This is an optimization exercise on Yosys and OpenROAD, whose aim is a short achievable clock period, not a production implementation.

==> job 1475: inputs <==
==> flow/design.v <==
module OS_PE #(parameter in_word_size 	= 16,
						out_word_size 	= 16)
(
	input     								clk		,
	input     								rst			,
	input   wire	[in_word_size-1:0]   	fmap_in		,
	input	wire	[in_word_size-1:0]   	kernel_in	,
	input	wire   	[out_word_size-1:0] 	Result_in	,
	input 	wire 			  				Op_sel		,
	output	reg    [in_word_size-1:0]   	fmap_out	,
	output  reg    [in_word_size-1:0]   	kernel_out	,
	output 	reg    [out_word_size-1:0]  	Result_out
);
	localparam W = 16;
	wire [W:0]   kx = {kernel_in, 1'b0};
	reg  [W-1:0] pp [0:7];
	reg  [W-1:0] negs;
	integer i, j;
	reg b2, b1, b0, one, two, neg;
	reg [W-1:0] mag;
	always @(*) begin
		negs = {W{1'b0}};
		for (i = 0; i < 8; i = i + 1) begin
			b2 = kx[2*i+2];
			b1 = kx[2*i+1];
			b0 = kx[2*i];
			one = b1 ^ b0;
			two = (b2 & ~b1 & ~b0) | (~b2 & b1 & b0);
			neg = b2 & ~(b1 & b0);
			for (j = 0; j < W; j = j + 1)
				mag[j] = (one & fmap_in[j]) | (two & ((j == 0) ? 1'b0 : fmap_in[(j == 0) ? 0 : j-1]));
			pp[i] = (mag ^ {W{neg}}) << (2*i);
			negs[2*i] = neg;
		end
	end
	function [2*W-1:0] csa;
		input [W-1:0] a, b, c;
		begin
			csa[W-1:0]   = a ^ b ^ c;
			csa[2*W-1:W] = ((a & b) | (a & c) | (b & c)) << 1;
		end
	endfunction
	wire [W-1:0] l1s0, l1c0, l1s1, l1c1, l1s2, l1c2;
	assign {l1c0, l1s0} = csa(pp[0], pp[1], pp[2]);
	assign {l1c1, l1s1} = csa(pp[3], pp[4], pp[5]);
	assign {l1c2, l1s2} = csa(pp[6], pp[7], negs);
	wire [W-1:0] l2s0, l2c0, l2s1, l2c1;
	assign {l2c0, l2s0} = csa(l1s0, l1c0, l1s1);
	assign {l2c1, l2s1} = csa(l1c1, l1s2, l1c2);
	wire [W-1:0] l3s0, l3c0;
	assign {l3c0, l3s0} = csa(l2s0, l2c0, l2s1);
	wire [W-1:0] l4s0, l4c0;
	assign {l4c0, l4s0} = csa(l3s0, l3c0, l2c1);
	reg  [W-1:0] Ms, Mc, Acc;
	wire [W-1:0] bs, bc;
	assign {bc, bs} = csa(Acc, Ms, Mc);
	wire [W-1:0] Psum = bs + bc;
always @ (posedge clk or negedge rst) begin
	if (!rst) begin
			fmap_out 	<= 0;
			kernel_out 	<= 0;
			Ms 			<= 0;
			Mc 			<= 0;
			Acc 		<= 0;
			Result_out 	<= 0;
		end
	else begin
			fmap_out 	<= fmap_in;
			kernel_out 	<= kernel_in;
			Ms 			<= l4s0;
			Mc 			<= l4c0;
			Acc 		<= Psum;
			Result_out  <= (Op_sel) ? Result_in : Psum;
	end
end
endmodule
module OS_PE_row #(parameter in_word_size 	= 16,
							 out_word_size 	= 16,
							 row 			= 3		)
(
	input 						clk,
	input 						rst,
	input [in_word_size -1:0] 	fmap_in,
	input [in_word_size*row -1:0] 	kernel_in,	 
	input [out_word_size*row-1:0] 	Result_in,	 
	input Op_sel,
	output [in_word_size -1:0] 	fmap_out,
	output [in_word_size*row -1:0] 	kernel_out,
	output [out_word_size*row-1:0] 	Result_out
);
	wire [in_word_size-1:0] fmap_connection [0:row];
	assign fmap_connection[0] 	= fmap_in;
	assign fmap_out 				= fmap_connection[row];
genvar i;
generate
	for(i = 0; i < row; i = i + 1) begin : Systolic_row
		OS_PE #(in_word_size,out_word_size) PE0 (
			clk,
			rst,
			fmap_connection[i],
			kernel_in[i*in_word_size +: in_word_size],
			Result_in[i*out_word_size +: out_word_size],
			Op_sel,
			fmap_connection[i+1],
			kernel_out[i*in_word_size +: in_word_size],
			Result_out[i*out_word_size +: out_word_size]
		);
	end
endgenerate
endmodule
module OS_Systolic #(parameter 	in_word_size 	= 16,
								out_word_size 	= 16,
								row 			= 5	,
								column			= 5	)
(
	input 						clk,
	input 						rst,
	input [in_word_size*column -1:0] 	fmap_in		,	 
	input [in_word_size*row -1:0] 	kernel_in 		,
	input [out_word_size*row-1:0] 	Result_in 		,
	input 						Op_sel						,
	output [in_word_size*column -1:0] 	fmap_out   	,
	output [in_word_size*row -1:0] 	kernel_out 	,
	output [out_word_size*row-1:0] 	Result_out 
);
	wire [in_word_size*row - 1:0] kernel_connection [0:column];
	wire [out_word_size*row - 1:0] Result_connection [0:column ];
	assign kernel_connection[0] = kernel_in;
	assign Result_connection[0] = Result_in;
	assign kernel_out = kernel_connection[column ];
	assign Result_out = Result_connection[column ];
genvar i;
generate
	for(i = 0; i < column; i = i + 1) begin : Systolic_column
		OS_PE_row #(in_word_size,out_word_size,row) PE0_row 
		(
			clk,
			rst,
			fmap_in[i*in_word_size +: in_word_size],
			kernel_connection[i],
			Result_connection[i],
			Op_sel,
			fmap_out[i*in_word_size +: in_word_size],
			kernel_connection[i+1],
			Result_connection[i+1]
		);
	end
endgenerate
endmodule
==> flow/run.sh <==
#!/bin/bash
# synth_recipe.tcl (not shown) runs the flow's synth.tcl, then flattens the netlist and writes it again
# the make line also repeats each setting of config.mk as NAME=value (left out here)
make -C /OpenROAD-flow-scripts/flow DESIGN_CONFIG=/design/flow/config.mk WORK_HOME=/design/flow/orfs CLKGATE_MAP_FILE= SYNTH_SCRIPT=/design/flow/synth_recipe.tcl finish
==> flow/config.mk <==
export PLATFORM = sky130hd
export DESIGN_NAME = OS_Systolic
export DESIGN_NICKNAME = OS_Systolic
export VERILOG_FILES = /design/flow/design.v
export SDC_FILE = /design/flow/constraint.sdc
export NUM_CORES = 4
export LEC_CHECK = 0
export CAP_MARGIN = 20
export CORE_MARGIN = 2
export CORE_UTILIZATION = 45
export SETUP_SLACK_MARGIN = 4.2
export SLEW_MARGIN = 20
==> flow/constraint.sdc <==
create_clock -name core_clock -period 7.0 [get_ports {clk}]
set_input_delay 1.4000 -clock core_clock [delete_from_list [all_inputs] [get_ports {clk}]]
set_output_delay 1.4000 -clock core_clock [all_outputs]
set_load 0.01 [all_outputs]
==> inputs of job 7244, as changes to job 1475 <==
--- a/flow/design.v
+++ b/flow/design.v
@@ -1,5 +1,5 @@
 module OS_PE #(parameter in_word_size 	= 16,
-						out_word_size 	= 16)
+						out_word_size 	= 16) 
 (
 	input     								clk		,
 	input     								rst			,
@@ -11,69 +11,24 @@
 	output  reg    [in_word_size-1:0]   	kernel_out	,
 	output 	reg    [out_word_size-1:0]  	Result_out
 );
-	localparam W = 16;
-	wire [W:0]   kx = {kernel_in, 1'b0};
-	reg  [W-1:0] pp [0:7];
-	reg  [W-1:0] negs;
-	integer i, j;
-	reg b2, b1, b0, one, two, neg;
-	reg [W-1:0] mag;
-	always @(*) begin
-		negs = {W{1'b0}};
-		for (i = 0; i < 8; i = i + 1) begin
-			b2 = kx[2*i+2];
-			b1 = kx[2*i+1];
-			b0 = kx[2*i];
-			one = b1 ^ b0;
-			two = (b2 & ~b1 & ~b0) | (~b2 & b1 & b0);
-			neg = b2 & ~(b1 & b0);
-			for (j = 0; j < W; j = j + 1)
-				mag[j] = (one & fmap_in[j]) | (two & ((j == 0) ? 1'b0 : fmap_in[(j == 0) ? 0 : j-1]));
-			pp[i] = (mag ^ {W{neg}}) << (2*i);
-			negs[2*i] = neg;
-		end
-	end
-	function [2*W-1:0] csa;
-		input [W-1:0] a, b, c;
-		begin
-			csa[W-1:0]   = a ^ b ^ c;
-			csa[2*W-1:W] = ((a & b) | (a & c) | (b & c)) << 1;
-		end
-	endfunction
-	wire [W-1:0] l1s0, l1c0, l1s1, l1c1, l1s2, l1c2;
-	assign {l1c0, l1s0} = csa(pp[0], pp[1], pp[2]);
-	assign {l1c1, l1s1} = csa(pp[3], pp[4], pp[5]);
-	assign {l1c2, l1s2} = csa(pp[6], pp[7], negs);
-	wire [W-1:0] l2s0, l2c0, l2s1, l2c1;
-	assign {l2c0, l2s0} = csa(l1s0, l1c0, l1s1);
-	assign {l2c1, l2s1} = csa(l1c1, l1s2, l1c2);
-	wire [W-1:0] l3s0, l3c0;
-	assign {l3c0, l3s0} = csa(l2s0, l2c0, l2s1);
-	wire [W-1:0] l4s0, l4c0;
-	assign {l4c0, l4s0} = csa(l3s0, l3c0, l2c1);
-	reg  [W-1:0] Ms, Mc, Acc;
-	wire [W-1:0] bs, bc;
-	assign {bc, bs} = csa(Acc, Ms, Mc);
-	wire [W-1:0] Psum = bs + bc;
-always @ (posedge clk or negedge rst) begin
-	if (!rst) begin
+	wire    [out_word_size-1:0] Mul;
+	reg	    [out_word_size-1:0] Psum;
+	assign Mul = fmap_in * kernel_in;
+always @ (posedge clk or negedge rst) begin 
+	if (!rst) begin 
 			fmap_out 	<= 0;
-			kernel_out 	<= 0;
-			Ms 			<= 0;
-			Mc 			<= 0;
-			Acc 		<= 0;
-			Result_out 	<= 0;
-		end
-	else begin
+		   kernel_out 	<= 0;
+		   Psum 			<= 0;
+			Result_out 	<= 0;				
+		end 
+	else begin 
 			fmap_out 	<= fmap_in;
 			kernel_out 	<= kernel_in;
-			Ms 			<= l4s0;
-			Mc 			<= l4c0;
-			Acc 		<= Psum;
+			Psum 			<= Psum + Mul;
 			Result_out  <= (Op_sel) ? Result_in : Psum;
-	end
-end
-endmodule
+	end 
+end 
+endmodule 
 module OS_PE_row #(parameter in_word_size 	= 16,
 							 out_word_size 	= 16,
 							 row 			= 3		)
--- a/flow/config.mk
+++ b/flow/config.mk
@@ -8,5 +8,4 @@
 export CAP_MARGIN = 20
 export CORE_MARGIN = 2
 export CORE_UTILIZATION = 45
-export SETUP_SLACK_MARGIN = 4.2
 export SLEW_MARGIN = 20
==> impl_metrics.csv <==
group,metric,value,unit
sta,rsz0062_at_grt,"yes",
floorplanning,dieHeight,596,um
final_layout,numSequentialCells,2300,
logic_synthesis,post_synth.cell_area_avg,11.1,um^2
logic_synthesis,synth-simple-area-share,4.67,%
status,outcome,"no timing/DRC/antenna violations",
place,dp.cells,18600,
route,routedWlPerCell,22.0,um
setup_path,cp.required,7.76,ns
[end of results for job 1475]
==> impl_metrics.csv <==
group,metric,value,unit
floorplanning,dieHeight,589,um
logic_synthesis,synth-simple-area-share,12.2,%
logic_synthesis,post_synth.cell_area_avg,9.88,um^2
place,dp.cells,20300,
sta,rsz0062_at_grt,"no",
setup_path,cp.required,7.74,ns
route,routedWlPerCell,19.4,um
status,outcome,"no timing/DRC/antenna violations",
cts,cts_tree,"built",
[end of results for job 7244]
No run of this note included a check of the RTL's function; only the layout flow was run.

-- port drivers added, routing unchanged --
The flow's constraints put no driver on any port. The routed layouts listed below were extracted and timed again, unchanged, in two steps.
Step 1, drivers: a clkbuf_16 drives clk and a buf_2 each remaining input, both assumed.
Step 2 also shifts input and output timing later by t, the mid clock arrival at the registers, as if the neighbouring blocks saw the same clock.
Three values: ideal, step 1, step 2; two values: the first two.
| run | shift t [ns] | setup slack, ns | cell pins on the clock port's net |
|---|---|---|---|
| job 1475 | 0.994 | 3.067 / 3.067 / 2.187 | 1 |
| job 7244 | 0.984 | 0.941 / 1.002 / 0.018 | 1 |
After both steps every run listed still meets setup and hold. For job 7244, which loses most, drivers alone change the setup slack by +0.061 ns; drivers and shift together by -0.923 ns.
